From an optimization exercise on the open Yosys and OpenROAD flow, aimed at small area; shortcuts taken in it are not production practice.
Function was checked by simulation only, so behaviour that the tests miss may differ from the original.

==> design/flow/design.v <==
`default_nettype none
module adder_1(a, b, c_in, sum, c_out);
input wire a, b, c_in;
output logic sum, c_out;
assign sum = a ^ b ^ c_in;
assign c_out = (a & b) | (a & c_in) | (b & c_in);
endmodule
module half_adder(a, b, sum, c_out);
input wire a, b;
output logic sum, c_out;
assign sum = a ^ b;
assign c_out = a & b;
endmodule
module gate_xor2(a, b, y);
input wire a, b;
output logic y;
assign y = a ^ b;
endmodule
module gate_a21o(a1, a2, b1, y);
input wire a1, a2, b1;
output logic y;
assign y = (a1 & a2) | b1;
endmodule
module gate_a21oi(a1, a2, b1, y);
input wire a1, a2, b1;
output logic y;
assign y = ~((a1 & a2) | b1);
endmodule
module gate_a211oi(a1, a2, b1, c1, y);
input wire a1, a2, b1, c1;
output logic y;
assign y = ~((a1 & a2) | b1 | c1);
endmodule
module gate_o221ai(a1, a2, b1, b2, c1, y);
input wire a1, a2, b1, b2, c1;
output logic y;
assign y = ~((a1 | a2) & (b1 | b2) & c1);
endmodule
module gate_nand2(a, b, y);
input wire a, b;
output logic y;
assign y = ~(a & b);
endmodule
module gate_a22oi(a1, a2, b1, b2, y);
input wire a1, a2, b1, b2;
output logic y;
assign y = ~((a1 & a2) | (b1 & b2));
endmodule
`default_nettype wire
`default_nettype none
module conway_cell(ld, n_st, hd, state_0, state_q, n0, kk, w0, w1, state_d);
parameter bit has_w1 = 1'b1;
input wire ld, n_st, hd, state_0, state_q;
input wire n0, kk, w0, w1;
output logic state_d;
logic not_two_st;    
logic n_step;        
logic n_hold_load;   
if (has_w1) begin : g_w1
  gate_a211oi g1 (.a1(kk), .a2(w0), .b1(w1), .c1(n_st), .y(not_two_st));
end else begin : g_no_w1
  gate_a21oi g1 (.a1(kk), .a2(w0), .b1(n_st), .y(not_two_st));
end
gate_o221ai g2 (.a1(kk), .a2(w0), .b1(n0), .b2(state_q), .c1(not_two_st), .y(n_step));
gate_a22oi g3 (.a1(hd), .a2(state_q), .b1(ld), .b2(state_0), .y(n_hold_load));
gate_nand2 g4 (.a(n_step), .b(n_hold_load), .y(state_d));
endmodule
`default_nettype wire
`default_nettype none
module main(clk, rst, ena, state_0, cells);
parameter N = 16;
input wire clk;
input wire rst;
input wire ena;
input wire [N*N-1:0] state_0;
output logic [N*N-1:0] cells;
logic [N*N-1:0] p0, p1, t0, t1;
logic [N*N-1:0] n0, kk, w0, w1;
logic [N*N-1:0] nxt;
logic ld, n_st, hd;
assign ld = rst;
assign n_st = rst | ~ena;
assign hd = ~rst & ~ena;
genvar x, y;
generate
  for (y = 0; y < N; y = y + 1) begin : g_row
    for (x = 0; x < N; x = x + 1) begin : g_col
      localparam int I = N*y + x;
      if (y == 0) begin : g_top
        assign p0[I] = cells[I+N];
        assign p1[I] = 1'b0;
        half_adder vt (.a(cells[I+N]), .b(cells[I]), .sum(t0[I]), .c_out(t1[I]));
      end else if (y == N-1) begin : g_bot
        assign p0[I] = cells[I-N];
        assign p1[I] = 1'b0;
        half_adder vt (.a(cells[I-N]), .b(cells[I]), .sum(t0[I]), .c_out(t1[I]));
      end else begin : g_mid
        half_adder vp (.a(cells[I-N]), .b(cells[I+N]), .sum(p0[I]), .c_out(p1[I]));
        gate_xor2 vt0 (.a(p0[I]), .b(cells[I]), .y(t0[I]));
        gate_a21o vt1 (.a1(p0[I]), .a2(cells[I]), .b1(p1[I]), .y(t1[I]));
      end
      if (x == 0) begin : g_left
        half_adder h0 (.a(t0[I+1]), .b(p0[I]), .sum(n0[I]), .c_out(kk[I]));
        if (y == 0 || y == N-1) begin : g_corner
          assign w0[I] = t1[I+1];
          assign w1[I] = 1'b0;
        end else begin : g_edge
          half_adder h1 (.a(t1[I+1]), .b(p1[I]), .sum(w0[I]), .c_out(w1[I]));
        end
      end else if (x == N-1) begin : g_right
        half_adder h0 (.a(t0[I-1]), .b(p0[I]), .sum(n0[I]), .c_out(kk[I]));
        if (y == 0 || y == N-1) begin : g_corner
          assign w0[I] = t1[I-1];
          assign w1[I] = 1'b0;
        end else begin : g_edge
          half_adder h1 (.a(t1[I-1]), .b(p1[I]), .sum(w0[I]), .c_out(w1[I]));
        end
      end else begin : g_inner
        adder_1 h0 (.a(t0[I-1]), .b(p0[I]), .c_in(t0[I+1]), .sum(n0[I]), .c_out(kk[I]));
        if (y == 0 || y == N-1) begin : g_edge
          half_adder h1 (.a(t1[I-1]), .b(t1[I+1]), .sum(w0[I]), .c_out(w1[I]));
        end else begin : g_mid
          adder_1 h1 (.a(t1[I-1]), .b(p1[I]), .c_in(t1[I+1]), .sum(w0[I]), .c_out(w1[I]));
        end
      end
      conway_cell #(.has_w1((x > 0 && x < N-1) || (y > 0 && y < N-1)))
        rule (.ld(ld), .n_st(n_st), .hd(hd), .state_0(state_0[I]), .state_q(cells[I]),
              .n0(n0[I]), .kk(kk[I]), .w0(w0[I]), .w1(w1[I]), .state_d(nxt[I]));
    end
  end
endgenerate
always_ff @(posedge clk)
  cells <= nxt;
endmodule
`default_nettype wire
==> design/flow/flow/run.sh <==
#!/bin/bash
# Own flow: the standard layout, with three changes:
#  - after synthesis, every combinational cell gets its smallest drive strength
#    (flow/downsize.tcl); the resizer repairs slew, capacitance and timing later;
#  - the port buffers are sky130_fd_sc_hd__buf_1;
#  - clock tree synthesis without dummy loads.
set -euo pipefail
here=$(pwd)
bash standard.sh \
  "POST_SYNTH_TCL=$here/flow/downsize.tcl" \
  "BUFFER_PORTS_ARGS=-buffer_cell sky130_fd_sc_hd__buf_1" \
  "CTS_ARGS=-sink_clustering_enable -repair_clock_nets -dont_use_dummy_load -buf_list sky130_fd_sc_hd__clkbuf_4 -sink_clustering_size 8 -sink_clustering_max_diameter 40" \
  finish > "$here/standard_flow.log" 2>&1
==> design/flow/flow/downsize.tcl <==
# Post-synthesis hook: give every combinational cell the smallest drive
# strength of its function (the resizer repairs slew and timing later).
# Sequential cells keep the cell the standard synthesis gave them.
set db [ord::get_db]
set block [ord::get_db_block]
set n 0
foreach inst [$block getInsts] {
  set m [$inst getMaster]
  set name [$m getName]
  if { ![regexp {^(sky130_fd_sc_hd__[a-z0-9]+)_([0-9]+)$} $name -> base drive] } { continue }
  if { [regexp {^sky130_fd_sc_hd__(df|edf|sdf|sedf|dl|clkbuf|conb|tap|fill|decap)} $base] } { continue }
  set best $m
  set best_area [expr { [$m getWidth] * [$m getHeight] }]
  foreach d {0 1 2} {
    set cand [$db findMaster "${base}_$d"]
    if { $cand eq "NULL" || $cand eq "" } { continue }
    set a [expr { [$cand getWidth] * [$cand getHeight] }]
    if { $a < $best_area } { set best $cand; set best_area $a }
  }
  if { $best ne $m } {
    $inst swapMaster $best
    incr n
  }
}
puts "downsize: $n cells given a smaller drive strength"
==> design/flow/standard.sh <==
#!/bin/bash
# synth_recipe.tcl (not shown) runs the flow's synth.tcl, then flattens the netlist and writes it again
# the make line also repeats each setting of config.mk as NAME=value (left out here)
make -C /OpenROAD-flow-scripts/flow DESIGN_CONFIG=/design/flow/config.mk WORK_HOME=/design/flow/orfs CLKGATE_MAP_FILE= SYNTH_SCRIPT=/design/flow/synth_recipe.tcl "${@:-finish}"
==> design/flow/config.mk <==
export PLATFORM = sky130hd
export DESIGN_NAME = main
export DESIGN_NICKNAME = main
export VERILOG_FILES = /design/flow/design.v
export SDC_FILE = /design/flow/constraint.sdc
export NUM_CORES = 4
export LEC_CHECK = 0
export CAP_MARGIN = 20
export CORE_MARGIN = 2
export CORE_UTILIZATION = 45
export PLACE_DENSITY = 0.6
export SLEW_MARGIN = 20
export SYNTH_HIERARCHICAL = 1
==> design/flow/constraint.sdc <==
create_clock -name core_clock -period 5.0 [get_ports {clk}]
set_input_delay 1.0000 -clock core_clock [delete_from_list [all_inputs] [get_ports {clk}]]
set_output_delay 1.0000 -clock core_clock [all_outputs]
set_load 0.01 [all_outputs]
==> impl_metrics.json, run 1 <==
{
  "status": "timing/DRC/antenna clean",
  "fmax_mhz": 384,
  "path_cells": "buf_1",
  "stdcell_count": 3945,
  "hpwl_mm": 71.1,
  "rows": 92,
  "critPathLaunchType": "flop",
  "viasPerCell": 6.19,
  "cts_sinks": 256,
  "crit_required_ns": 4.00,
  "ff_latch_area_sq_mm": 0.00512,
  "grt_max_degree": 156,
  "post_cts_buffers": 0,
  "drtIter0Drc": 1673,
  "fp.dieW_microns": 256,
  "area_delta_synth_final_pct": 12.6,
  "synth_area_per_cell_sq_um": 11.3,
  "r2r_slack_ns": 2.74,
  "tritoncts": "done",
  "syn_area_sq_mm": 0.0286,
  "routabilityCongestion": 0.891,
  "r2r_start": "cells[148]",
  "reg.largest.list": "cells x256",
  "fin_nets": 4119,
  "r2r_end": "cells[133]",
  "drv_cap": 0,
  "final_hold_viol_count": 0,
  "dieArea_sq_mm": 0.0657,
  "path_clk_slew_ns": 0.08,
  "setup.worst_path.end": "cells[28]",
  "rsz0062_at_grt": "no",
  "crit_fanout": 8,
  "yosys_warnings": 7,
  "clock_skew_ns": 0.0812,
  "grt_pass1_wl_mm": 144,
  "critical_path_class": "flop to output port",
  "crit_slowest_cell": "dfxtp_1",
  "drive_gt1_frac": 0.0288,
  "r2r_cells": 6,
  "final_cell_area_sq_mm": 0.0323,
  "grt_util_all_layers": 0.274,
  "core_sq_mm": 0.0630,
  "timing.final.max_slew_violations": 0,
  "htreeDepth": 3,
  "regMostFlops": "cells",
  "synthCells": 2526,
  "cts_buffers": 77,
  "cts_root_buf": "clkbuf_4",
  "cts.hold.buffers_added": 0,
  "drt-pass1-iter-count": 7,
  "placed_area_sq_mm": 0.0317,
  "multiInputGateArea_sq_mm": 0.0234,
  "dp_cells": 3863,
  "overflow": 0,
  "clock_latency_ns": 0.83,
  "hold_path.class": "primary input to flop",
  "period_needed_ns": 2.61,
  "tightest_slew_ns": 0.923,
  "cts_resized": 0,
  "start_util": 0.455,
  "num_io_pins": 515,
  "grt_pass1_vias": 26400,
  "io_buffer_count": 514,
  "cts_buffer_depth": 3,
  "critical_path.max_stage_delay_ns": 0.53,
  "postRouteWirelength_mm": 91.0,
  "critical_path_buf_inv_count": 1,
  "wl_per_cell_microns": 23.1,
  "drc": 0,
  "period_share": 0.521,
  "crit_family": "flip-flops",
  "critPathLaunch": "cells[28]",
  "finalSetupTns_ns": 0,
  "grt_antenna_before_repair": 19,
  "worstPathArrival_ns": 1.61,
  "ant_nets": 0,
  "cp.depth": 1,
  "syn_nets": 3549,
  "die_h_microns": 256,
  "slew_headroom": 0.385,
  "setup.worst_path.end_class": "output port",
  "vias": 24400,
  "largest_reg_flops": 256,
  "setup_viol": 0,
  "fill_cells": 5864
}
[cell usage in the layout, fill, tap and decap left out, types with 5 or more instances in the layout]
| cell | count |
|---|---|
| buf_1 | 513 |
| fa_1 | 420 |
| ha_1 | 344 |
| o221ai_1 | 256 |
| a22oi_1 | 256 |
| nand2_1 | 256 |
| dfxtp_1 | 256 |
| a211oi_1 | 252 |
| xor2_1 | 224 |
| a21o_1 | 224 |
| clkbuf_4 | 78 |
| diode_2 | 5 |
| buf_12 | 5 |
[routing by layer]
metal,global-route usage,vias to the layer above,part of all wire
met5,0,-,0.0020
met4,0.0908,26,0.027
met3,0.0688,186,0.071
met2,0.493,754,0.52
met1,0.316,12200,0.38
li1,-,11300,-
[area by class of cell]
| type | instances | area share |
|---|---|---|
| diodes | 5 | 0.000388 |
| clock buffers | 77 | 0.0179 |
| well taps | 846 | 0.0328 |
| multi-input cells | 2238 | 0.726 |
| repair buffers | 523 | 0.0640 |
| flip-flops and latches | 256 | 0.159 |
[worst min path at each step]
stage                       from          to  slack (ns)  depth (start not counted)
finish               state_0[62]   cells[62]        0.37                          3
global route        state_0[144]  cells[144]        0.34                          3
CTS                  state_0[79]   cells[79]        0.29                          3
detailed placement    cells[240]  cells[240]        0.57                          2
global placement      cells[245]  cells[245]        0.56                          2
floorplan             cells[240]  cells[240]        0.59                          2
[stage by stage]
stage / setup slack (ns) / utilization / hold slack [ns]
6_report: 2.39 / 0.512 / 0.369
5_1_grt: 2.27 / 0.512 / 0.339
4_1_cts: 2.30 / 0.512 / 0.287
3_5_place_dp: 1.92 / 0.503 / 0.573
3_3_place_gp: 1.99 / 0.503 / 0.559
2_1_floorplan: 0.765 / - / 0.593
[worst reg2reg max path: stages, from the launching register on]
cell and delay, ns:
dfxtp_1 0.54, ha_1 0.36, a21o_1 0.26, fa_1 0.51, a211oi_1 0.22, o221ai_1 0.15
nand2_1 0.09
==> inputs of run 2 (changes only) <==
==> design/flow/config.mk (replaced) <==
export PLATFORM = sky130hd
export DESIGN_NAME = main
export DESIGN_NICKNAME = main
export VERILOG_FILES = /design/flow/design.v
export SDC_FILE = /design/flow/constraint.sdc
export NUM_CORES = 4
export LEC_CHECK = 0
export CAP_MARGIN = 0
export CORE_MARGIN = 2
export CORE_UTILIZATION = 60
export PLACE_DENSITY = 0.7
export SLEW_MARGIN = 0
export SYNTH_HIERARCHICAL = 1
==> impl_metrics.json, run 2 <==
{
  "status": "timing/DRC/antenna clean",
  "drt-pass1-iter-count": 5,
  "num_io_pins": 515,
  "critPathLaunchType": "primary input",
  "htreeDepth": 3,
  "critical_path.max_stage_delay_ns": 1.01,
  "tightest_slew_ns": 1.13,
  "yosys_warnings": 7,
  "timing.hold.ws_ns": 0.354,
  "path_clk_slew_ns": 0.10,
  "largest_reg_flops": 256,
  "r2r_slack_ns": 2.70,
  "synthCells": 2526,
  "cts_root_buf": "clkbuf_4",
  "setup.worst_path.end": "cells[60]",
  "cts_resized": 0,
  "drtIter0Drc": 1428,
  "die_h_microns": 223,
  "period_needed_ns": 2.93,
  "grt_pass1_vias": 25300,
  "cts_buffer_depth": 3,
  "start_util": 0.604,
  "fill_cells": 3840,
  "layout_commonest_cell": "buf_1",
  "grt_antenna_before_repair": 24,
  "post_cts_buffers": 0,
  "timing.final.max_slew_violations": 0,
  "final_hold_viol_count": 0,
  "grt_max_degree": 186,
  "tritoncts": "done",
  "clock_latency_ns": 0.84,
  "vias": 24300,
  "syn_nets": 3549,
  "cp.depth": 6,
  "reg.largest.list": "cells x256",
  "worstPathArrival_ns": 3.55,
  "crit_family": "buffers and inverters",
  "wl_per_cell_microns": 22.7,
  "io_buffer_count": 514,
  "syn_area_sq_mm": 0.0286,
  "cts.hold.buffers_added": 0,
  "cts_sinks": 256,
  "clock_skew_ns": 0.0737,
  "setup.worst_path.end_class": "flop",
  "area_delta_synth_final_pct": 11.4,
  "crit_slowest_cell": "nand2b_4",
  "final_cell_mix": "buf_1, fa_1, ha_1",
  "core_sq_mm": 0.0474,
  "rows": 80,
  "r2r_end": "cells[179]",
  "grt_util_all_layers": 0.339,
  "rsz0062_at_grt": "no",
  "grt_pass1_wl_mm": 134,
  "cts_buffers": 70,
  "setup_viol": 0,
  "critical_path_buf_inv_count": 2,
  "drive_gt1_frac": 0.0266,
  "fmax_mhz": 342,
  "fin_nets": 4112,
  "regMostFlops": "cells",
  "path_cells": "clkbuf_4 -> nand2b_4 -> buf_4 -> a211oi_1 -> o221ai_1 -> nand2_1",
  "viasPerCell": 6.56,
  "critPathLaunch": "rst",
  "ant_nets": 0,
  "r2r_cells": 6,
  "crit_required_ns": 5.63,
  "drv_cap": 0,
  "drc": 0,
  "critical_path_class": "primary input to flop",
  "fp.dieW_microns": 223,
  "crit_fanout": 76,
  "hpwl_mm": 66.0,
  "finalSetupTns_ns": 0,
  "routabilityCongestion": 0.905,
  "period_share": 0.585,
  "dieArea_sq_mm": 0.0495,
  "postRouteWirelength_mm": 84.2,
  "synth_area_per_cell_sq_um": 11.3,
  "hold_path.class": "primary input to flop",
  "slew_headroom": 0.249,
  "r2r_start": "cells[162]",
  "overflow": 0
}
## run 2: stage by stage
step	util	cell area, sq um	setup WS, ns	std cells
4_1_cts	0.672	31900	2.23	3702
5_1_grt	0.672	31900	2.00	3703
3_3_place_gp	0.661	31400	1.44	3632
6_report	0.673	31900	2.07	3711
2_1_floorplan	-	28700	0.765	2526
3_5_place_dp	0.661	31400	1.37	3632
## run 2: worst register-to-register path, cell delays in order, from the launching register on
cell and delay, ns:
dfxtp_1 0.52, ha_1 0.34, a21o_1 0.25, fa_1 0.52, a211oi_1 0.25, o221ai_1 0.19
nand2_1 0.10
## run 2: worst min-delay path by stage
stage	startpoint	end	slack, ns	cells past startpoint
after floorplan	cells[240]	cells[240]	0.59	2
after global placement	cells[251]	cells[251]	0.55	2
after detailed placement	cells[13]	cells[13]	0.57	2
after CTS	state_0[128]	cells[128]	0.29	3
after global routing	state_0[234]	cells[234]	0.34	3
final	state_0[128]	cells[128]	0.35	3
## run 2: final cells by class
class / count / area, sq um / area share
tap: 615 / 769 / 0.0241
timing repair buffer: 523 / 2050 / 0.0643
multi-input combinational: 2238 / 23400 / 0.734
antenna: 9 / 22.5 / 0.000706
clock buffer: 70 / 526 / 0.0165
sequential: 256 / 5120 / 0.161
## run 2: routing by layer
layer	vias to the layer above	global-route usage	part of all wire
met2	767	0.581	0.50
met5	-	0	0.0023
met3	212	0.0920	0.076
met1	12100	0.403	0.38
li1	11300	-	-
met4	30	0.142	0.039
==> inputs of run 3 (changes only) <==
--- a/design/flow/config.mk
+++ b/design/flow/config.mk
@@ -7,7 +7,7 @@
 export LEC_CHECK = 0
 export CAP_MARGIN = 0
 export CORE_MARGIN = 2
-export CORE_UTILIZATION = 60
-export PLACE_DENSITY = 0.7
+export CORE_UTILIZATION = 70
+export PLACE_DENSITY = 0.8
 export SLEW_MARGIN = 0
 export SYNTH_HIERARCHICAL = 1
==> impl_metrics.json, run 3 <==
{
  "crit_family": "flip-flops",
  "worstPathArrival_ns": 1.74,
  "clock_skew_ns": 0.0672,
  "critical_path_class": "flop to output port",
  "layout_commonest_cell": "buf_1",
  "grt_antenna_before_repair": 23,
  "rsz0062_at_grt": "no",
  "grt_util_all_layers": 0.392,
  "critical_path_buf_inv_count": 1,
  "grt_pass1_vias": 26100,
  "largest_reg_flops": 256,
  "drtIter0Drc": 2213,
  "tritoncts": "done",
  "drt-pass1-iter-count": 6,
  "min_from": "state_0[196]",
  "fp.dieW_microns": 206,
  "grt_max_degree": 225,
  "status": "timing/DRC/antenna clean",
  "syn_nets": 3549,
  "min_path_cells": 3,
  "fin_nets": 4098,
  "final_cell_mix": "buf_1, fa_1, ha_1",
  "setup_viol": 0,
  "finalSetupTns_ns": 0,
  "clock_latency_ns": 0.88,
  "crit_fanout": 8,
  "crit_required_ns": 4.00,
  "dp_cells": 3547,
  "regMostFlops": "cells",
  "r2r_cells": 6,
  "wl_per_cell_microns": 23.2,
  "crit_slowest_cell": "dfxtp_1",
  "final_hold_viol_count": 0,
  "r2r_end": "cells[217]",
  "path_cells": "buf_1",
  "setup_ws_ns": 2.26,
  "rows": 74,
  "drc": 0,
  "worstHoldEndpoint": "cells[196]",
  "cts_resized": 0,
  "period_needed_ns": 2.74,
  "critPathLaunchType": "flop",
  "fmax_mhz": 365,
  "area_delta_synth_final_pct": 10.7,
  "overflow": 0,
  "drive_gt1_frac": 0.0221,
  "vias": 25000,
  "cts.hold.buffers_added": 0,
  "num_io_pins": 515,
  "ant_nets": 0,
  "cts_buffers": 58,
  "stdcell_count": 3625,
  "path_clk_slew_ns": 0.09,
  "period_share": 0.548,
  "routabilityCongestion": 0.913,
  "htreeDepth": 2,
  "place_ws_ns": 1.81,
  "dieArea_sq_mm": 0.0426,
  "viasPerCell": 6.89,
  "synthCells": 2526,
  "setup.worst_path.end_class": "output port",
  "reg.largest.list": "cells x256",
  "syn_area_sq_mm": 0.0286,
  "cts_sinks": 256,
  "slew_headroom": 0.158,
  "core_sq_mm": 0.0406,
  "cts_root_buf": "clkbuf_4",
  "start_util": 0.705,
  "postRouteWirelength_mm": 84.1,
  "hpwl_mm": 64.3,
  "yosys_warnings": 7,
  "timing.final.max_slew_violations": 0,
  "post_cts_buffers": 0,
  "grt_pass1_wl_mm": 132,
  "drv_cap": 0,
  "postLayoutCoreUtil": 0.780,
  "r2r_slack_ns": 2.62,
  "synth_area_per_cell_sq_um": 11.3,
  "critical_path.max_stage_delay_ns": 0.54,
  "die_h_microns": 206,
  "cts_buffer_depth": 3,
  "tightest_slew_ns": 1.26,
  "hold_path.class": "primary input to flop",
  "io_buffer_count": 514,
  "r2r_start": "cells[232]"
}
## run 3: cell types whose count changed in the layout (fill, tap and decap cells not counted)
cell      delta
diode_2     +11
buf_12       -1
clkbuf_4    -12
buf_4        -1
## run 3: per-stage QoR
stage	hold WS [ns]	cell area [sq um]
2_1_floorplan	0.593	28700
3_3_place_gp	0.548	31200
3_5_place_dp	0.560	31200
4_1_cts	0.273	31700
5_1_grt	0.302	31700
6_report	0.330	31700
## run 3: area by class of cell
| type | count | area, sq um |
|---|---|---|
| diodes | 20 | 50.0 |
| multi-input cells | 2238 | 23400 |
| repair buffers | 521 | 2020 |
| flip-flops and latches | 256 | 5120 |
| clock buffers | 58 | 435 |
| well taps | 532 | 666 |
| fillers | 2799 | 8930 |
## run 3: worst max-delay path by stage
stage	from	end	slack, ns	cells after the start
floorplan	ena	cells[0]	0.76	3
CTS	cells[87]	cells[87]	2.27	1
global route	cells[24]	cells[24]	2.21	1
finish	cells[24]	cells[24]	2.26	1
detailed placement	rst	cells[217]	1.81	6
global placement	rst	cells[77]	1.92	6
## run 3: tightest hold or removal path, delay by kind of cell
family / cells / cell delay [ns]
AOI/OAI and AO/OA: 1 / 0.06
buffers and inverters: 1 / 0.07
and+or+nand+nor: 1 / 0.05
## run 3: routing by layer
| metal | up-vias | GRT usage | routed length, microns | share of wire |
|---|---|---|---|---|
| li1 | 11300 | - | - | - |
| met1 | 12200 | 0.450 | 30600 | 0.36 |
| met2 | 1215 | 0.654 | 40800 | 0.48 |
| met3 | 316 | 0.108 | 7640 | 0.091 |
| met4 | 20 | 0.234 | 4940 | 0.059 |
| met5 | - | 0 | 136 | 0.0016 |
==> inputs of run 4 (changes only) <==
--- a/design/flow/flow/run.sh
+++ b/design/flow/flow/run.sh
@@ -9,5 +9,5 @@
 bash standard.sh \
   "POST_SYNTH_TCL=$here/flow/downsize.tcl" \
   "BUFFER_PORTS_ARGS=-buffer_cell sky130_fd_sc_hd__buf_1" \
-  "CTS_ARGS=-sink_clustering_enable -repair_clock_nets -dont_use_dummy_load -buf_list sky130_fd_sc_hd__clkbuf_4 -sink_clustering_size 8 -sink_clustering_max_diameter 40" \
+  "CTS_ARGS=-sink_clustering_enable -repair_clock_nets -dont_use_dummy_load -buf_list sky130_fd_sc_hd__clkbuf_4 -sink_clustering_size 8 -sink_clustering_max_diameter 45" \
   finish > "$here/standard_flow.log" 2>&1
==> impl_metrics.json, run 4 <==
{
  "period_share": 0.542,
  "grt_util_all_layers": 0.390,
  "area_delta_synth_final_pct": 10.5,
  "synth_area_per_cell_sq_um": 11.3,
  "crit_required_ns": 4.00,
  "critical_path.max_stage_delay_ns": 0.54,
  "layout_commonest_cell": "buf_1",
  "setup_ws_ns": 2.29,
  "vias": 24800,
  "finalSetupTns_ns": 0,
  "synthCells": 2526,
  "cts_sinks": 256,
  "fin_nets": 4090,
  "start_util": 0.705,
  "grt_pass1_vias": 25900,
  "post_cts_buffers": 0,
  "place_ws_ns": 1.81,
  "rsz0062_at_grt": "no",
  "timing.final.max_slew_violations": 0,
  "syn_area_sq_mm": 0.0286,
  "drc": 0,
  "crit_slowest_cell": "dfxtp_1",
  "grt_pass1_wl_mm": 131,
  "final_hold_viol_count": 0,
  "setup.worst_path.end_class": "output port",
  "grt_antenna_before_repair": 21,
  "htreeDepth": 2,
  "path_cells": "buf_1",
  "fmax_mhz": 369,
  "clock_latency_ns": 0.82,
  "grt-busiest-layer": "met2",
  "critical_path_buf_inv_count": 1,
  "critical_path_class": "flop to output port",
  "postLayoutCoreUtil": 0.779,
  "drive_gt1_frac": 0.0196,
  "r2r_slack_ns": 2.64,
  "hpwl_mm": 64.3,
  "grt_use_met2": 0.653,
  "cts.hold.buffers_added": 0,
  "grt_max_degree": 225,
  "drt-pass1-iter-count": 8,
  "status": "timing/DRC/antenna clean",
  "die_h_microns": 206,
  "setup_viol": 0,
  "wl_per_cell_microns": 23.2,
  "postRouteWirelength_mm": 83.8,
  "path_clk_slew_ns": 0.10,
  "cts_root_buf": "clkbuf_4",
  "critPathLaunchType": "flop",
  "period_needed_ns": 2.71,
  "grtUsageMet3": 0.100,
  "use_met1": 0.448,
  "overflow": 0,
  "yosys_warnings": 7,
  "fill_cells": 2812,
  "drv_cap": 0,
  "crit_fanout": 8,
  "cts_resized": 0,
  "cts_buffers": 50,
  "ant_nets": 0,
  "tritoncts": "done",
  "cts_buffer_depth": 3,
  "core_sq_mm": 0.0406,
  "placed_area_sq_mm": 0.0312,
  "viasPerCell": 6.87,
  "final_cell_mix": "buf_1, fa_1, ha_1",
  "syn_nets": 3549,
  "tightest_slew_ns": 1.25,
  "rows": 74,
  "io_buffer_count": 514,
  "final_cell_area_sq_mm": 0.0317,
  "hold_path.class": "primary input to flop",
  "regMostFlops": "cells",
  "routabilityCongestion": 0.913,
  "drtIter0Drc": 2213,
  "fp.dieW_microns": 206,
  "dieArea_sq_mm": 0.0426,
  "crit_family": "flip-flops",
  "clock_skew_ns": 0.0536,
  "largest_reg_flops": 256,
  "num_io_pins": 515,
  "worstPathArrival_ns": 1.71,
  "reg.largest.list": "cells x256",
  "slew_headroom": 0.166
}
[run 4: layout make-up]
class                      instances  area (sq um)  area share
clock buffer                      50           375      0.0119
multi-input combinational       2238         23400       0.740
tap                              532           666      0.0210
timing repair buffer             521          2020      0.0639
antenna                           20          50.0     0.00158
sequential                       256          5120       0.162
[run 4: routing by layer]
| layer | part of all wire | routed length, microns | vias up |
|---|---|---|---|
| met1 | 0.37 | 30700 | 12200 |
| met5 | 0.0013 | 105 | - |
| met4 | 0.059 | 4910 | 16 |
| met2 | 0.48 | 40500 | 1113 |
| li1 | - | - | 11200 |
| met3 | 0.090 | 7540 | 305 |
[run 4: stage by stage]
stage	cells	hold WS, ns
3_5_place_dp	3547	0.560
2_1_floorplan	2526	0.593
3_3_place_gp	3547	0.548
6_report	3617	0.363
4_1_cts	3597	0.320
5_1_grt	3605	0.372
[run 4: worst paths after layout]
| kind | from | end | cells after the start |
|---|---|---|---|
| setup / recovery | cells[24] | cells[24] | 1 |
| hold / removal | state_0[224] | cells[224] | 3 |
| setup reg to reg | cells[232] | cells[217] | 6 |
| hold reg to reg | cells[4] | cells[4] | 2 |
==> inputs of run 5 (changes only) <==
--- a/design/flow/flow/run.sh
+++ b/design/flow/flow/run.sh
@@ -9,5 +9,5 @@
 bash standard.sh \
   "POST_SYNTH_TCL=$here/flow/downsize.tcl" \
   "BUFFER_PORTS_ARGS=-buffer_cell sky130_fd_sc_hd__buf_1" \
-  "CTS_ARGS=-sink_clustering_enable -repair_clock_nets -dont_use_dummy_load -buf_list sky130_fd_sc_hd__clkbuf_4 -sink_clustering_size 8 -sink_clustering_max_diameter 45" \
+  "CTS_ARGS=-sink_clustering_enable -repair_clock_nets -dont_use_dummy_load -buf_list sky130_fd_sc_hd__clkbuf_4 -sink_clustering_size 12 -sink_clustering_max_diameter 40" \
   finish > "$here/standard_flow.log" 2>&1
==> impl_metrics.json, run 5 <==
{
  "setup_ws_ns": 2.26,
  "grt_pass1_wl_mm": 132,
  "stdcell_count": 3625,
  "crit_family": "flip-flops",
  "post_cts_buffers": 0,
  "postRouteWirelength_mm": 84.1,
  "setup.worst_path.end_class": "output port",
  "synthCells": 2526,
  "rsz0062_at_grt": "no",
  "num_io_pins": 515,
  "cts_buffer_depth": 3,
  "io_buffer_count": 514,
  "r2r_slack_ns": 2.62,
  "grt_max_degree": 225,
  "clock_latency_ns": 0.88,
  "synth_area_per_cell_sq_um": 11.3,
  "tightest_slew_ns": 1.26,
  "place_ws_ns": 1.81,
  "drt-pass1-iter-count": 6,
  "timing.final.max_slew_violations": 0,
  "fmax_mhz": 365,
  "fin_nets": 4098,
  "grt_antenna_before_repair": 23,
  "overflow": 0,
  "path_clk_slew_ns": 0.09,
  "setup_viol": 0,
  "rows": 74,
  "crit_required_ns": 4.00,
  "worstPathArrival_ns": 1.74,
  "timing.hold.ws_ns": 0.330,
  "syn_area_sq_mm": 0.0286,
  "vias": 25000,
  "critical_path.max_stage_delay_ns": 0.54,
  "fill_cells": 2799,
  "drc": 0,
  "clock_skew_ns": 0.0672,
  "core_sq_mm": 0.0406,
  "reg.largest.list": "cells x256",
  "viasPerCell": 6.89,
  "dieArea_sq_mm": 0.0426,
  "grt_pass1_vias": 26100,
  "period_share": 0.548,
  "crit_fanout": 8,
  "drv_cap": 0,
  "die_h_microns": 206,
  "wl_per_cell_microns": 23.2,
  "hpwl_mm": 64.3,
  "grt_util_all_layers": 0.392,
  "cts_resized": 0,
  "final_hold_viol_count": 0,
  "routabilityCongestion": 0.913,
  "area_delta_synth_final_pct": 10.7,
  "tritoncts": "done",
  "layout_commonest_cell": "buf_1",
  "syn_nets": 3549,
  "cts_root_buf": "clkbuf_4",
  "fp.dieW_microns": 206,
  "hold_path.class": "primary input to flop",
  "yosys_warnings": 7,
  "slew_headroom": 0.158,
  "finalSetupTns_ns": 0,
  "largest_reg_flops": 256,
  "critical_path_buf_inv_count": 1,
  "regMostFlops": "cells",
  "critical_path_class": "flop to output port",
  "cts.hold.buffers_added": 0,
  "cts_buffers": 58,
  "status": "timing/DRC/antenna clean",
  "start_util": 0.705,
  "final_cell_mix": "buf_1, fa_1, ha_1",
  "dp_cells": 3547,
  "ant_nets": 0,
  "drive_gt1_frac": 0.0221,
  "critPathLaunchType": "flop",
  "path_cells": "buf_1",
  "crit_slowest_cell": "dfxtp_1",
  "htreeDepth": 2,
  "drtIter0Drc": 2213,
  "cts_sinks": 256,
  "period_needed_ns": 2.74
}
[run 5: metrics by stage]
stage / util / instance area [sq um]
floorplan: - / 28700
global placement: 0.768 / 31200
detailed placement: 0.768 / 31200
CTS: 0.779 / 31700
global route: 0.780 / 31700
finish: 0.780 / 31700
[run 5: worst min-delay path, stage by stage]
cell     delay, ns
buf_1         0.07
a22oi_1       0.06
nand2_1       0.05
[run 5: layout make-up]
class	count	area, sq um	area share
multi-input combinational	2238	23400	0.738
antenna	20	50.0	0.00158
tap	532	666	0.0210
clock buffer	58	435	0.0137
sequential	256	5120	0.162
timing repair buffer	521	2020	0.0638
[run 5: final timing paths]
| path | start | endpoint | depth (start not counted) |
|---|---|---|---|
| max | cells[24] | cells[24] | 1 |
| min | state_0[196] | cells[196] | 3 |
| max reg2reg | cells[232] | cells[217] | 6 |
| min reg2reg | cells[249] | cells[249] | 2 |
[run 5: per-layer routing]
metal  part of all wire  up-vias  track usage
li1                   -    11300            -
met4              0.059       20        0.234
met3              0.091      316        0.108
met5             0.0016        -            0
met2               0.48     1215        0.654
met1               0.36    12200        0.450
==> inputs of run 6 (changes only) <==
--- a/design/flow/flow/run.sh
+++ b/design/flow/flow/run.sh
@@ -9,5 +9,5 @@
 bash standard.sh \
   "POST_SYNTH_TCL=$here/flow/downsize.tcl" \
   "BUFFER_PORTS_ARGS=-buffer_cell sky130_fd_sc_hd__buf_1" \
-  "CTS_ARGS=-sink_clustering_enable -repair_clock_nets -dont_use_dummy_load -buf_list sky130_fd_sc_hd__clkbuf_4 -sink_clustering_size 12 -sink_clustering_max_diameter 40" \
+  "CTS_ARGS=-sink_clustering_enable -repair_clock_nets -dont_use_dummy_load -buf_list sky130_fd_sc_hd__clkbuf_4 -sink_clustering_size 10 -sink_clustering_max_diameter 50" \
   finish > "$here/standard_flow.log" 2>&1
--- a/design/flow/config.mk
+++ b/design/flow/config.mk
@@ -7,7 +7,7 @@
 export LEC_CHECK = 0
 export CAP_MARGIN = 0
 export CORE_MARGIN = 2
-export CORE_UTILIZATION = 70
-export PLACE_DENSITY = 0.8
+export CORE_UTILIZATION = 60
+export PLACE_DENSITY = 0.7
 export SLEW_MARGIN = 0
 export SYNTH_HIERARCHICAL = 1
==> impl_metrics.json, run 6 <==
{
  "vias": 24300,
  "path_clk_slew_ns": 0.10,
  "critPathLaunchType": "primary input",
  "fp.dieW_microns": 223,
  "worstPathArrival_ns": 3.53,
  "hpwl_mm": 66.0,
  "r2r_slack_ns": 2.67,
  "cts_buffer_depth": 3,
  "wl_per_cell_microns": 22.8,
  "cts_sinks": 256,
  "core_sq_mm": 0.0474,
  "placed_area_sq_mm": 0.0314,
  "start_util": 0.604,
  "timing.hold.ws_ns": 0.333,
  "period_share": 0.571,
  "fmax_mhz": 350,
  "dieArea_sq_mm": 0.0495,
  "drc": 0,
  "postRouteWirelength_mm": 84.0,
  "cts.hold.buffers_added": 0,
  "syn_area_sq_mm": 0.0286,
  "grt_util_all_layers": 0.337,
  "top_layer": "met5",
  "wl_met3_mm": 6.61,
  "drive_gt1_frac": 0.0196,
  "wl_met2_mm": 42.2,
  "hold_path.class": "primary input to flop",
  "drv_cap": 0,
  "num_io_pins": 515,
  "die_h_microns": 223,
  "grt_pass1_vias": 25000,
  "htreeDepth": 2,
  "rows": 80,
  "fin_nets": 4090,
  "crit_required_ns": 5.67,
  "critPathLaunch": "rst",
  "r2r_end": "cells[132]",
  "setup_ws_ns": 2.14,
  "drt-pass1-iter-count": 8,
  "setup.worst_path.end": "cells[61]",
  "viasPerCell": 6.57,
  "status": "timing/DRC/antenna clean",
  "syn_nets": 3549,
  "place_ws_ns": 1.37,
  "area_delta_synth_final_pct": 10.8,
  "post_cts_buffers": 0,
  "rsz0062_at_grt": "no",
  "io_buffer_count": 514,
  "yosys_warnings": 7,
  "synth_area_per_cell_sq_um": 11.3,
  "final_hold_viol_count": 0,
  "largest_reg_flops": 256,
  "cts_resized": 0,
  "r2r_start": "cells[147]",
  "tightest_slew_ns": 1.09,
  "drtIter0Drc": 1552,
  "timing.final.max_slew_violations": 0,
  "slew_headroom": 0.270,
  "clock_latency_ns": 0.86,
  "cts_root_buf": "clkbuf_4",
  "final_cell_area_sq_mm": 0.0318,
  "setup.worst_path.end_class": "flop",
  "finalSetupTns_ns": 0,
  "ant_nets": 0,
  "synthCells": 2526,
  "clock_skew_ns": 0.0784,
  "layout_commonest_cell": "buf_1",
  "tritoncts": "done",
  "critical_path_class": "primary input to flop",
  "routabilityCongestion": 0.905,
  "grt_max_degree": 186,
  "overflow": 0,
  "grt_pass1_wl_mm": 133,
  "regMostFlops": "cells",
  "cts_buffers": 48,
  "drt-met1-wl_mm": 31.6,
  "crit_fanout": 76,
  "period_needed_ns": 2.86,
  "grt_antenna_before_repair": 26,
  "final_cell_mix": "buf_1, fa_1, ha_1",
  "setup_viol": 0,
  "r2r_cells": 6,
  "reg.largest.list": "cells x256"
}
-- run 6: worst min-delay path by stage --
stage	depth (start not counted)	slack, ns	startpoint	endpoint
after floorplan	2	0.59	cells[240]	cells[240]
after global placement	2	0.55	cells[251]	cells[251]
after detailed placement	2	0.57	cells[13]	cells[13]
after CTS	3	0.28	state_0[168]	cells[168]
after global routing	3	0.29	state_0[234]	cells[234]
final	3	0.33	state_0[168]	cells[168]
-- run 6: area by class of cell --
cell class,count,area (sq um)
diodes,11,27.5
clock buffers,48,360
fillers,3856,15700
multi-input cells,2238,23400
flip-flops and latches,256,5120
well taps,615,769
repair buffers,523,2050
-- run 6: critical path: stages --
cell	delay, ns
clkbuf_4	0.58
nand2b_4	1.00
buf_4	0.54
a211oi_1	0.09
o221ai_1	0.09
nand2_1	0.08
-- run 6: per-stage QoR --
step           std cells   util
6_report            3691  0.669
5_1_grt             3684  0.669
4_1_cts             3680  0.669
3_5_place_dp        3632  0.661
3_3_place_gp        3632  0.661
2_1_floorplan       2526      -
-- run 6: routing by layer --
layer,up-vias,track usage
met5,-,0
met4,30,0.127
met3,203,0.0928
met2,813,0.577
met1,12000,0.406
li1,11200,-
==> inputs of run 7 (changes only) <==
--- a/design/flow/design.v
+++ b/design/flow/design.v
@@ -15,6 +15,16 @@
 input wire a, b;
 output logic y;
 assign y = a ^ b;
+endmodule
+module gate_or3(a, b, c, y);
+input wire a, b, c;
+output logic y;
+assign y = a | b | c;
+endmodule
+module gate_maj3(a, b, c, y);
+input wire a, b, c;
+output logic y;
+assign y = (a & b) | (a & c) | (b & c);
 endmodule
 module gate_a21o(a1, a2, b1, y);
 input wire a1, a2, b1;
@@ -120,7 +130,8 @@
         if (y == 0 || y == N-1) begin : g_edge
           half_adder h1 (.a(t1[I-1]), .b(t1[I+1]), .sum(w0[I]), .c_out(w1[I]));
         end else begin : g_mid
-          adder_1 h1 (.a(t1[I-1]), .b(p1[I]), .c_in(t1[I+1]), .sum(w0[I]), .c_out(w1[I]));
+          gate_or3 h1o (.a(t1[I-1]), .b(p1[I]), .c(t1[I+1]), .y(w0[I]));
+          gate_maj3 h1m (.a(t1[I-1]), .b(p1[I]), .c(t1[I+1]), .y(w1[I]));
         end
       end
       conway_cell #(.has_w1((x > 0 && x < N-1) || (y > 0 && y < N-1)))
--- a/design/flow/flow/run.sh
+++ b/design/flow/flow/run.sh
@@ -9,5 +9,5 @@
 bash standard.sh \
   "POST_SYNTH_TCL=$here/flow/downsize.tcl" \
   "BUFFER_PORTS_ARGS=-buffer_cell sky130_fd_sc_hd__buf_1" \
-  "CTS_ARGS=-sink_clustering_enable -repair_clock_nets -dont_use_dummy_load -buf_list sky130_fd_sc_hd__clkbuf_4 -sink_clustering_size 10 -sink_clustering_max_diameter 50" \
+  "CTS_ARGS=-sink_clustering_enable -repair_clock_nets -dont_use_dummy_load -buf_list sky130_fd_sc_hd__clkbuf_4 -sink_clustering_size 8 -sink_clustering_max_diameter 40" \
   finish > "$here/standard_flow.log" 2>&1
--- a/design/flow/config.mk
+++ b/design/flow/config.mk
@@ -7,7 +7,7 @@
 export LEC_CHECK = 0
 export CAP_MARGIN = 0
 export CORE_MARGIN = 2
-export CORE_UTILIZATION = 60
-export PLACE_DENSITY = 0.7
+export CORE_UTILIZATION = 78
+export PLACE_DENSITY = 0.85
 export SLEW_MARGIN = 0
 export SYNTH_HIERARCHICAL = 1
==> impl_metrics.json, run 7 <==
{
  "status": "timing/DRC/antenna clean",
  "stdcell_count": 3748,
  "setup_viol": 0,
  "tightest_slew_ns": 1.12,
  "wl_met2_mm": 43.2,
  "viasPerCell": 7.41,
  "clock_latency_ns": 0.85,
  "routabilityCongestion": 0.951,
  "fin_nets": 4092,
  "timing.final.max_slew_violations": 0,
  "place_ws_ns": 1.67,
  "grt_util_all_layers": 0.468,
  "io_buffer_count": 514,
  "crit_family": "flip-flops",
  "period_needed_ns": 2.77,
  "drv_cap": 0,
  "rsz0062_at_grt": "no",
  "ant_nets": 0,
  "regMostFlops": "cells",
  "layout_commonest_cell": "buf_1",
  "setup.worst_path.end_class": "output port",
  "top_layer": "met5",
  "critical_path.max_stage_delay_ns": 0.52,
  "crit_fanout": 7,
  "r2r_start": "cells[8]",
  "cts_buffer_depth": 3,
  "drtIter0Drc": 2469,
  "wl_met3_mm": 9.90,
  "reg.largest.list": "cells x256",
  "drc": 0,
  "yosys_warnings": 7,
  "critical_path_class": "flop to output port",
  "die_h_microns": 193,
  "slew_headroom": 0.255,
  "wl_per_cell_microns": 24.1,
  "hold_path.class": "primary input to flop",
  "synth_area_per_cell_sq_um": 10.3,
  "setup_ws_ns": 2.23,
  "dieArea_sq_mm": 0.0373,
  "clock_skew_ns": 0.0506,
  "syn_nets": 3549,
  "post_cts_buffers": 0,
  "dp_cells": 3672,
  "period_share": 0.554,
  "min_from": "state_0[199]",
  "fmax_mhz": 361,
  "grt_max_degree": 194,
  "hpwl_mm": 67.3,
  "path_clk_slew_ns": 0.12,
  "r2r_cells": 6,
  "worstHoldEndpoint": "cells[199]",
  "grt_pass1_vias": 27900,
  "fill_cells": 1857,
  "core_sq_mm": 0.0354,
  "drive_gt1_frac": 0.0190,
  "cts_buffers": 52,
  "critPathLaunchType": "flop",
  "path_cells": "buf_1",
  "min_path_cells": 3,
  "htreeDepth": 2,
  "r2r_slack_ns": 2.64,
  "final_hold_viol_count": 0,
  "cts_sinks": 256,
  "drt-pass1-iter-count": 13,
  "vias": 27800,
  "cts_root_buf": "clkbuf_4",
  "rows": 69,
  "worstPathArrival_ns": 1.77,
  "cts.hold.buffers_added": 0,
  "postRouteWirelength_mm": 90.5,
  "cts_resized": 0,
  "postLayoutCoreUtil": 0.873,
  "crit_slowest_cell": "dfxtp_1",
  "grt_pass1_wl_mm": 140,
  "synthCells": 2722,
  "overflow": 0,
  "cp.depth": 1,
  "critical_path_buf_inv_count": 1,
  "start_util": 0.789,
  "syn_area_sq_mm": 0.0279,
  "finalSetupTns_ns": 0,
  "largest_reg_flops": 256,
  "final_cell_mix": "buf_1, ha_1",
  "crit_required_ns": 4.00,
  "fp.dieW_microns": 193,
  "area_delta_synth_final_pct": 10.7,
  "tritoncts": "done",
  "num_io_pins": 515,
  "grt_antenna_before_repair": 22,
  "r2r_end": "cells[25]",
  "drt-met1-wl_mm": 30.9
}
-- run 7: how the worst max path moves through the flow --
| stage | startpoint | endpoint | slack [ns] |
|---|---|---|---|
| after floorplan | ena | cells[0] | 0.76 |
| after global placement | rst | cells[32] | 1.77 |
| after detailed placement | rst | cells[32] | 1.67 |
| after CTS | cells[231] | cells[231] | 2.28 |
| after global routing | cells[26] | cells[26] | 2.19 |
| final | cells[40] | cells[40] | 2.23 |
-- run 7: cell type report --
type | instances | area (sq um) | share of cell area
Multi-Input combinational cell | 2434 | 22700 | 0.734
Sequential cell | 256 | 5120 | 0.166
Timing Repair Buffer | 521 | 2070 | 0.0671
Tap cell | 461 | 577 | 0.0187
Clock buffer | 52 | 390 | 0.0126
Antenna cell | 24 | 60.1 | 0.00194
-- run 7: routing by layer --
metal / track usage / up-vias
li1: - / 12200
met1: 0.507 / 13300
met2: 0.771 / 1743
met3: 0.157 / 509
met4: 0.332 / 16
met5: 0 / -
-- run 7: through the flow --
step	hold WS [ns]	instance area (sq um)
after floorplan	0.593	27900
after global placement	0.549	30500
after detailed placement	0.568	30500
after CTS	0.301	30800
after global routing	0.338	30900
final	0.323	30900
==> inputs of run 8 (changes only) <==
--- a/design/flow/config.mk
+++ b/design/flow/config.mk
@@ -7,7 +7,7 @@
 export LEC_CHECK = 0
 export CAP_MARGIN = 0
 export CORE_MARGIN = 2
-export CORE_UTILIZATION = 78
-export PLACE_DENSITY = 0.85
+export CORE_UTILIZATION = 70
+export PLACE_DENSITY = 0.8
 export SLEW_MARGIN = 0
 export SYNTH_HIERARCHICAL = 1
==> impl_metrics.json, run 8 <==
{
  "status": "timing/DRC/antenna clean",
  "cts.hold.buffers_added": 0,
  "io_buffer_count": 514,
  "setup.worst_path.end_class": "output port",
  "drtIter0Drc": 2271,
  "drv_cap": 0,
  "cts_resized": 0,
  "grt_util_all_layers": 0.399,
  "wl_met2_mm": 42.3,
  "setup_ws_ns": 2.29,
  "syn_nets": 3549,
  "drc": 0,
  "ant_nets": 0,
  "hpwl_mm": 66.2,
  "dieArea_sq_mm": 0.0415,
  "syn_area_sq_mm": 0.0279,
  "fp.dieW_microns": 204,
  "grt_max_degree": 194,
  "cts_root_buf": "clkbuf_4",
  "final_cell_mix": "buf_1, ha_1",
  "period_needed_ns": 2.71,
  "drt-pass1-iter-count": 6,
  "timing.final.max_slew_violations": 0,
  "slew_headroom": 0.247,
  "routabilityCongestion": 0.927,
  "worstPathArrival_ns": 1.71,
  "area_delta_synth_final_pct": 10.8,
  "post_cts_buffers": 0,
  "die_h_microns": 204,
  "synthCells": 2722,
  "crit_slowest_cell": "dfxtp_1",
  "timing.hold.ws_ns": 0.311,
  "critical_path_class": "flop to output port",
  "crit_family": "flip-flops",
  "core_sq_mm": 0.0395,
  "largest_reg_flops": 256,
  "wl_per_cell_microns": 22.5,
  "crit_required_ns": 4.00,
  "cts_sinks": 256,
  "place_ws_ns": 1.82,
  "path_cells": "buf_1",
  "fill_cells": 2695,
  "cts_buffer_depth": 3,
  "postRouteWirelength_mm": 85.6,
  "layout_commonest_cell": "buf_1",
  "r2r_slack_ns": 2.73,
  "grt_antenna_before_repair": 13,
  "hold_path.class": "primary input to flop",
  "rsz0062_at_grt": "no",
  "vias": 26500,
  "critical_path.max_stage_delay_ns": 0.52,
  "period_share": 0.543,
  "tightest_slew_ns": 1.13,
  "rows": 73,
  "reg.largest.list": "cells x256",
  "cts_buffers": 55,
  "grt_pass1_vias": 26900,
  "start_util": 0.706,
  "fmax_mhz": 369,
  "htreeDepth": 2,
  "critPathLaunchType": "flop",
  "crit_fanout": 7,
  "top_layer": "met5",
  "num_io_pins": 515,
  "setup_viol": 0,
  "path_clk_slew_ns": 0.09,
  "drt-met1-wl_mm": 31.3,
  "wl_met3_mm": 7.35,
  "clock_latency_ns": 0.87,
  "overflow": 0,
  "final_hold_viol_count": 0,
  "synth_area_per_cell_sq_um": 10.3,
  "viasPerCell": 6.96,
  "drive_gt1_frac": 0.0205,
  "fin_nets": 4097,
  "postLayoutCoreUtil": 0.782,
  "finalSetupTns_ns": 0,
  "yosys_warnings": 7,
  "critical_path_buf_inv_count": 1,
  "regMostFlops": "cells",
  "clock_skew_ns": 0.0487,
  "grt_pass1_wl_mm": 135,
  "tritoncts": "done"
}
run 8: cell count changes in the layout (fill, tap and decap cells not counted):
| cell | change |
|---|---|
| buf_4 | +7 |
| buf_12 | -5 |
| diode_2 | -9 |
| clkbuf_4 | +3 |
run 8: metal layers:
metal  global-route usage  vias to the layer above
li1                     -                    12200
met1                0.451                    12800
met2                0.696                     1179
met3               0.0946                      275
met4                0.212                       12
met5                    0                        -
run 8: worst paths after layout:
path | cells past startpoint | to | start
max | 1 | cells[150] | cells[150]
min | 3 | cells[17] | state_0[17]
max reg2reg | 6 | cells[154] | cells[169]
min reg2reg | 2 | cells[8] | cells[8]
run 8: cell type report:
| type | count | area, sq um | share of cell area |
|---|---|---|---|
| multi-input combinational | 2434 | 22700 | 0.733 |
| sequential | 256 | 5120 | 0.166 |
| clock buffer | 55 | 413 | 0.0133 |
| timing repair buffer | 523 | 2030 | 0.0655 |
| antenna | 15 | 37.5 | 0.00121 |
| tap | 525 | 657 | 0.0212 |
run 8: per-stage QoR:
| stage | instance area [sq um] | cells |
|---|---|---|
| after floorplan | 27900 | 2722 |
| after global placement | 30500 | 3738 |
| after detailed placement | 30500 | 3738 |
| after CTS | 30900 | 3793 |
| after global routing | 30900 | 3801 |
| final | 30900 | 3808 |
==> inputs of run 9 (changes only) <==
--- a/design/flow/flow/run.sh
+++ b/design/flow/flow/run.sh
@@ -9,5 +9,5 @@
 bash standard.sh \
   "POST_SYNTH_TCL=$here/flow/downsize.tcl" \
   "BUFFER_PORTS_ARGS=-buffer_cell sky130_fd_sc_hd__buf_1" \
-  "CTS_ARGS=-sink_clustering_enable -repair_clock_nets -dont_use_dummy_load -buf_list sky130_fd_sc_hd__clkbuf_4 -sink_clustering_size 8 -sink_clustering_max_diameter 40" \
+  "CTS_ARGS=-sink_clustering_enable -repair_clock_nets -dont_use_dummy_load -buf_list sky130_fd_sc_hd__clkbuf_4 -sink_clustering_size 8 -sink_clustering_max_diameter 45" \
   finish > "$here/standard_flow.log" 2>&1
==> impl_metrics.json, run 9 <==
{
  "status": "timing/DRC/antenna clean",
  "min_from": "state_0[178]",
  "worstHoldEndpoint": "cells[178]",
  "period_share": 0.533,
  "critical_path_class": "flop to output port",
  "crit_family": "flip-flops",
  "cts_root_buf": "clkbuf_4",
  "cts.hold.buffers_added": 0,
  "syn_nets": 3549,
  "r2r_cells": 6,
  "core_sq_mm": 0.0395,
  "hpwl_mm": 66.2,
  "final_cell_mix": "buf_1, ha_1",
  "grt_pass1_vias": 26800,
  "postLayoutCoreUtil": 0.781,
  "htreeDepth": 2,
  "slew_headroom": 0.260,
  "finalSetupTns_ns": 0,
  "cts_buffers": 49,
  "grt_max_degree": 194,
  "ant_nets": 0,
  "io_buffer_count": 514,
  "drt-pass1-iter-count": 6,
  "grt_antenna_before_repair": 14,
  "cts_buffer_depth": 3,
  "period_needed_ns": 2.66,
  "postRouteWirelength_mm": 85.5,
  "setup.worst_path.end_class": "output port",
  "crit_slowest_cell": "dfxtp_1",
  "yosys_warnings": 7,
  "path_cells": "buf_1",
  "drv_cap": 0,
  "clock_latency_ns": 0.82,
  "cts_sinks": 256,
  "path_clk_slew_ns": 0.09,
  "drtIter0Drc": 2327,
  "drive_gt1_frac": 0.0187,
  "critical_path.max_stage_delay_ns": 0.52,
  "tritoncts": "done",
  "clock_skew_ns": 0.0647,
  "crit_fanout": 7,
  "vias": 26500,
  "die_h_microns": 204,
  "worstPathArrival_ns": 1.66,
  "fp.dieW_microns": 204,
  "timing.final.max_slew_violations": 0,
  "fmax_mhz": 375,
  "area_delta_synth_final_pct": 10.7,
  "critical_path_buf_inv_count": 1,
  "grt_pass1_wl_mm": 134,
  "start_util": 0.706,
  "critPathLaunchType": "flop",
  "r2r_end": "cells[153]",
  "cts_resized": 0,
  "fin_nets": 4091,
  "timing.hold.ws_ns": 0.381,
  "hold_path.class": "primary input to flop",
  "synth_area_per_cell_sq_um": 10.3,
  "rsz0062_at_grt": "no",
  "synthCells": 2722,
  "drc": 0,
  "setup_viol": 0,
  "grt_util_all_layers": 0.398,
  "r2r_slack_ns": 2.67,
  "routabilityCongestion": 0.927,
  "min_path_cells": 3,
  "final_hold_viol_count": 0,
  "dieArea_sq_mm": 0.0415,
  "viasPerCell": 6.97,
  "post_cts_buffers": 0,
  "overflow": 0,
  "num_io_pins": 515,
  "layout_commonest_cell": "buf_1",
  "crit_required_ns": 4.00,
  "regMostFlops": "cells",
  "r2r_start": "cells[170]",
  "syn_area_sq_mm": 0.0279,
  "reg.largest.list": "cells x256",
  "tightest_slew_ns": 1.11,
  "largest_reg_flops": 256,
  "wl_per_cell_microns": 22.5,
  "rows": 73
}
## run 9: area by class of cell
type | count | area (sq um)
Fill cell | 2702 | 8660
Clock buffer | 49 | 368
Timing Repair Buffer | 523 | 2030
Tap cell | 525 | 657
Sequential cell | 256 | 5120
Multi-Input combinational cell | 2434 | 22700
Antenna cell | 11 | 27.5
## run 9: routing by layer
layer / vias up / global-route usage / routed length (microns)
met5: - / 0 / 99
li1: 12200 / - / -
met1: 12900 / 0.451 / 31400
met2: 1133 / 0.697 / 42300
met3: 260 / 0.0893 / 7150
met4: 16 / 0.214 / 4520
## run 9: metrics by stage
stage / area, sq um / std cells / setup WS [ns]
final: 30900 / 3798 / 2.34
after global routing: 30900 / 3792 / 2.29
after CTS: 30900 / 3787 / 2.31
after detailed placement: 30500 / 3738 / 1.82
after global placement: 30500 / 3738 / 1.90
after floorplan: 27900 / 2722 / 0.765
## run 9: worst max-delay path by stage
stage                     depth (start not counted)          to        from
after global placement                            6  cells[175]         ena
after CTS                                         1  cells[150]  cells[150]
after global routing                              1  cells[150]  cells[150]
final                                             1  cells[150]  cells[150]
after detailed placement                          6   cells[96]         ena
after floorplan                                   3    cells[0]         ena
==> inputs of run 10 (changes only) <==
--- a/design/flow/design.v
+++ b/design/flow/design.v
@@ -26,10 +26,10 @@
 output logic y;
 assign y = (a & b) | (a & c) | (b & c);
 endmodule
-module gate_a21o(a1, a2, b1, y);
-input wire a1, a2, b1;
+module gate_a211o(a1, a2, b1, c1, y);
+input wire a1, a2, b1, c1;
 output logic y;
-assign y = (a1 & a2) | b1;
+assign y = (a1 & a2) | b1 | c1;
 endmodule
 module gate_a21oi(a1, a2, b1, y);
 input wire a1, a2, b1;
@@ -60,13 +60,16 @@
 `default_nettype none
 module conway_cell(ld, n_st, hd, state_0, state_q, n0, kk, w0, w1, state_d);
 parameter bit has_w1 = 1'b1;
+parameter bit has_st = 1'b1;
 input wire ld, n_st, hd, state_0, state_q;
 input wire n0, kk, w0, w1;
 output logic state_d;
 logic not_two_st;    
 logic n_step;        
 logic n_hold_load;   
-if (has_w1) begin : g_w1
+if (!has_st) begin : g_no_st
+  gate_a21oi g1 (.a1(kk), .a2(w0), .b1(w1), .y(not_two_st));
+end else if (has_w1) begin : g_w1
   gate_a211oi g1 (.a1(kk), .a2(w0), .b1(w1), .c1(n_st), .y(not_two_st));
 end else begin : g_no_w1
   gate_a21oi g1 (.a1(kk), .a2(w0), .b1(n_st), .y(not_two_st));
@@ -107,7 +110,7 @@
       end else begin : g_mid
         half_adder vp (.a(cells[I-N]), .b(cells[I+N]), .sum(p0[I]), .c_out(p1[I]));
         gate_xor2 vt0 (.a(p0[I]), .b(cells[I]), .y(t0[I]));
-        gate_a21o vt1 (.a1(p0[I]), .a2(cells[I]), .b1(p1[I]), .y(t1[I]));
+        gate_a211o vt1 (.a1(p0[I]), .a2(cells[I]), .b1(p1[I]), .c1(n_st), .y(t1[I]));
       end
       if (x == 0) begin : g_left
         half_adder h0 (.a(t0[I+1]), .b(p0[I]), .sum(n0[I]), .c_out(kk[I]));
@@ -134,7 +137,8 @@
           gate_maj3 h1m (.a(t1[I-1]), .b(p1[I]), .c(t1[I+1]), .y(w1[I]));
         end
       end
-      conway_cell #(.has_w1((x > 0 && x < N-1) || (y > 0 && y < N-1)))
+      conway_cell #(.has_w1((x > 0 && x < N-1) || (y > 0 && y < N-1)),
+                    .has_st(!(x > 0 && x < N-1 && y > 0 && y < N-1)))
         rule (.ld(ld), .n_st(n_st), .hd(hd), .state_0(state_0[I]), .state_q(cells[I]),
               .n0(n0[I]), .kk(kk[I]), .w0(w0[I]), .w1(w1[I]), .state_d(nxt[I]));
     end
==> impl_metrics.json, run 10 <==
{
  "grt_max_degree": 112,
  "tightest_slew_ns": 1.02,
  "rows": 72,
  "grt_antenna_before_repair": 25,
  "grt_util_all_layers": 0.412,
  "num_io_pins": 515,
  "drive_gt1_frac": 0.0190,
  "overflow": 0,
  "wl_per_cell_microns": 22.6,
  "rsz0062_at_grt": "no",
  "cts_buffers": 47,
  "period_needed_ns": 2.85,
  "cts.hold.buffers_added": 0,
  "syn_area_sq_mm": 0.0277,
  "grt_pass1_wl_mm": 138,
  "synthCells": 2722,
  "layout_commonest_cell": "buf_1",
  "final_cell_mix": "buf_1, ha_1",
  "drt-pass1-iter-count": 6,
  "tritoncts": "done",
  "path_clk_slew_ns": 0.11,
  "timing.final.max_slew_violations": 0,
  "largest_reg_flops": 256,
  "critPathLaunchType": "primary input",
  "hpwl_mm": 66.5,
  "viasPerCell": 7.14,
  "fin_nets": 4092,
  "cts_root_buf": "clkbuf_4",
  "area_delta_synth_final_pct": 11.0,
  "final_cell_area_sq_mm": 0.0307,
  "slew_headroom": 0.317,
  "finalSetupTns_ns": 0,
  "ant_nets": 0,
  "final_hold_viol_count": 0,
  "clock_latency_ns": 0.83,
  "setup_viol": 0,
  "die_h_microns": 203,
  "regMostFlops": "cells",
  "htreeDepth": 2,
  "core_sq_mm": 0.0388,
  "synth_area_per_cell_sq_um": 10.2,
  "drc": 0,
  "postRouteWirelength_mm": 86.0,
  "cts_sinks": 256,
  "grt_pass1_vias": 26400,
  "dieArea_sq_mm": 0.0412,
  "status": "timing/DRC/antenna clean",
  "drtIter0Drc": 2878,
  "cts_buffer_depth": 3,
  "crit_fanout": 62,
  "drv_cap": 0,
  "routabilityCongestion": 0.943,
  "setup.worst_path.end_class": "flop",
  "yosys_warnings": 7,
  "syn_nets": 3549,
  "critical_path_class": "primary input to flop",
  "start_util": 0.713,
  "cts_resized": 0,
  "fp.dieW_microns": 203,
  "post_cts_buffers": 0,
  "crit_required_ns": 5.73,
  "reg.largest.list": "cells x256",
  "fmax_mhz": 351,
  "vias": 27200,
  "clock_skew_ns": 0.0438,
  "hold_path.class": "primary input to flop",
  "io_buffer_count": 514,
  "worstPathArrival_ns": 3.57,
  "period_share": 0.569,
  "placed_area_sq_mm": 0.0303
}
-- run 10: final timing paths --
path,endpoint,slack [ns],cells past startpoint,startpoint
setup / recovery,cells[32],2.15,8,rst
hold / removal,cells[152],0.38,3,state_0[152]
setup reg to reg,cells[32],2.74,6,cells[17]
hold reg to reg,cells[245],0.59,2,cells[245]
-- run 10: worst max-delay path, stage by stage --
cell and delay [ns]:
clkbuf_4 0.21, nand2b_4 0.57, buf_12 0.41, a211o_1 0.33, ha_1 0.33, a211oi_1 0.29, o221ai_1 0.22, nand2_1 0.10
-- run 10: routing by layer --
metal | up-vias | share of wire | GRT usage
met2 | 1452 | 0.44 | 0.618
li1 | 12200 | - | -
met4 | 8 | 0.047 | 0.200
met1 | 13200 | 0.42 | 0.573
met3 | 246 | 0.095 | 0.0764
met5 | - | 0.00066 | 0
-- run 10: layout make-up --
cell class              count  area (sq um)
well taps                 518           648
flip-flops and latches    256          5120
fillers                  2712          8080
repair buffers            526          2090
clock buffers              47           353
multi-input cells        2434         22500
diodes                     24          60.1
-- run 10: per-stage QoR --
step                      worst slack [ns]  std cells  utilization  hold slack, ns
after detailed placement              1.46       3734        0.781           0.567
after global routing                  2.08       3800        0.791           0.367
after CTS                             2.27       3781        0.790           0.324
final                                 2.15       3805        0.792           0.376
after global placement                1.56       3734        0.781           0.556
after floorplan                      0.240       2722            -           0.593

-- what the ideal ports hide --
No port has a modelled driver above. Below, the same layouts with a new extraction and two added sets of constraints.
Step 1, drivers: a clkbuf_16 drives clk and a buf_2 each remaining input, both assumed.
Step 2, shift: input delay + t, output delay - t, t = (earliest + latest rising clock arrival at the registers) / 2. This alone moves slack from input paths to output paths.
Three values: no drivers, after step 1, after step 2; two values: the first two.
run | shift t [ns] | setup slack, ns | latest minus earliest clock arrival (ns) | slew at the worst register clock pin (ns) | worst slew at a driven data input, ns
run 1 | 0.850 | 2.394 / 2.335 / 1.875 | 0.087 / 0.087 | 0.09 / 0.09 | 0.12
run 2 | 0.847 | 2.073 / 2.106 / 1.259 | 0.115 / 0.115 | 0.10 / 0.10 | 0.12
run 3 | 0.893 | 2.259 / 2.204 / 1.679 | 0.079 / 0.078 | 0.09 / 0.09 | 0.14
run 4 | 0.855 | 2.291 / 2.236 / 1.664 | 0.060 / 0.060 | 0.11 / 0.11 | 0.14
run 5 | 0.893 | 2.259 / 2.204 / 1.679 | 0.079 / 0.078 | 0.09 / 0.09 | 0.14
run 6 | 0.875 | 2.144 / 2.180 / 1.305 | 0.099 / 0.098 | 0.12 / 0.12 | 0.11
run 7 | 0.890 | 2.231 / 2.177 / 1.510 | 0.080 / 0.080 | 0.12 / 0.12 | 0.13
run 8 | 0.910 | 2.287 / 2.228 / 1.658 | 0.076 / 0.076 | 0.10 / 0.10 | 0.14
run 9 | 0.837 | 2.336 / 2.280 / 1.701 | 0.078 / 0.078 | 0.11 / 0.11 | 0.13
run 10 | 0.852 | 2.154 / 2.157 / 1.305 | 0.058 / 0.058 | 0.11 / 0.11 | 0.15
After both steps setup and hold are still met in every run listed. For run 10, which loses most, drivers alone change the setup slack by +0.003 ns; drivers and shift together by -0.849 ns.
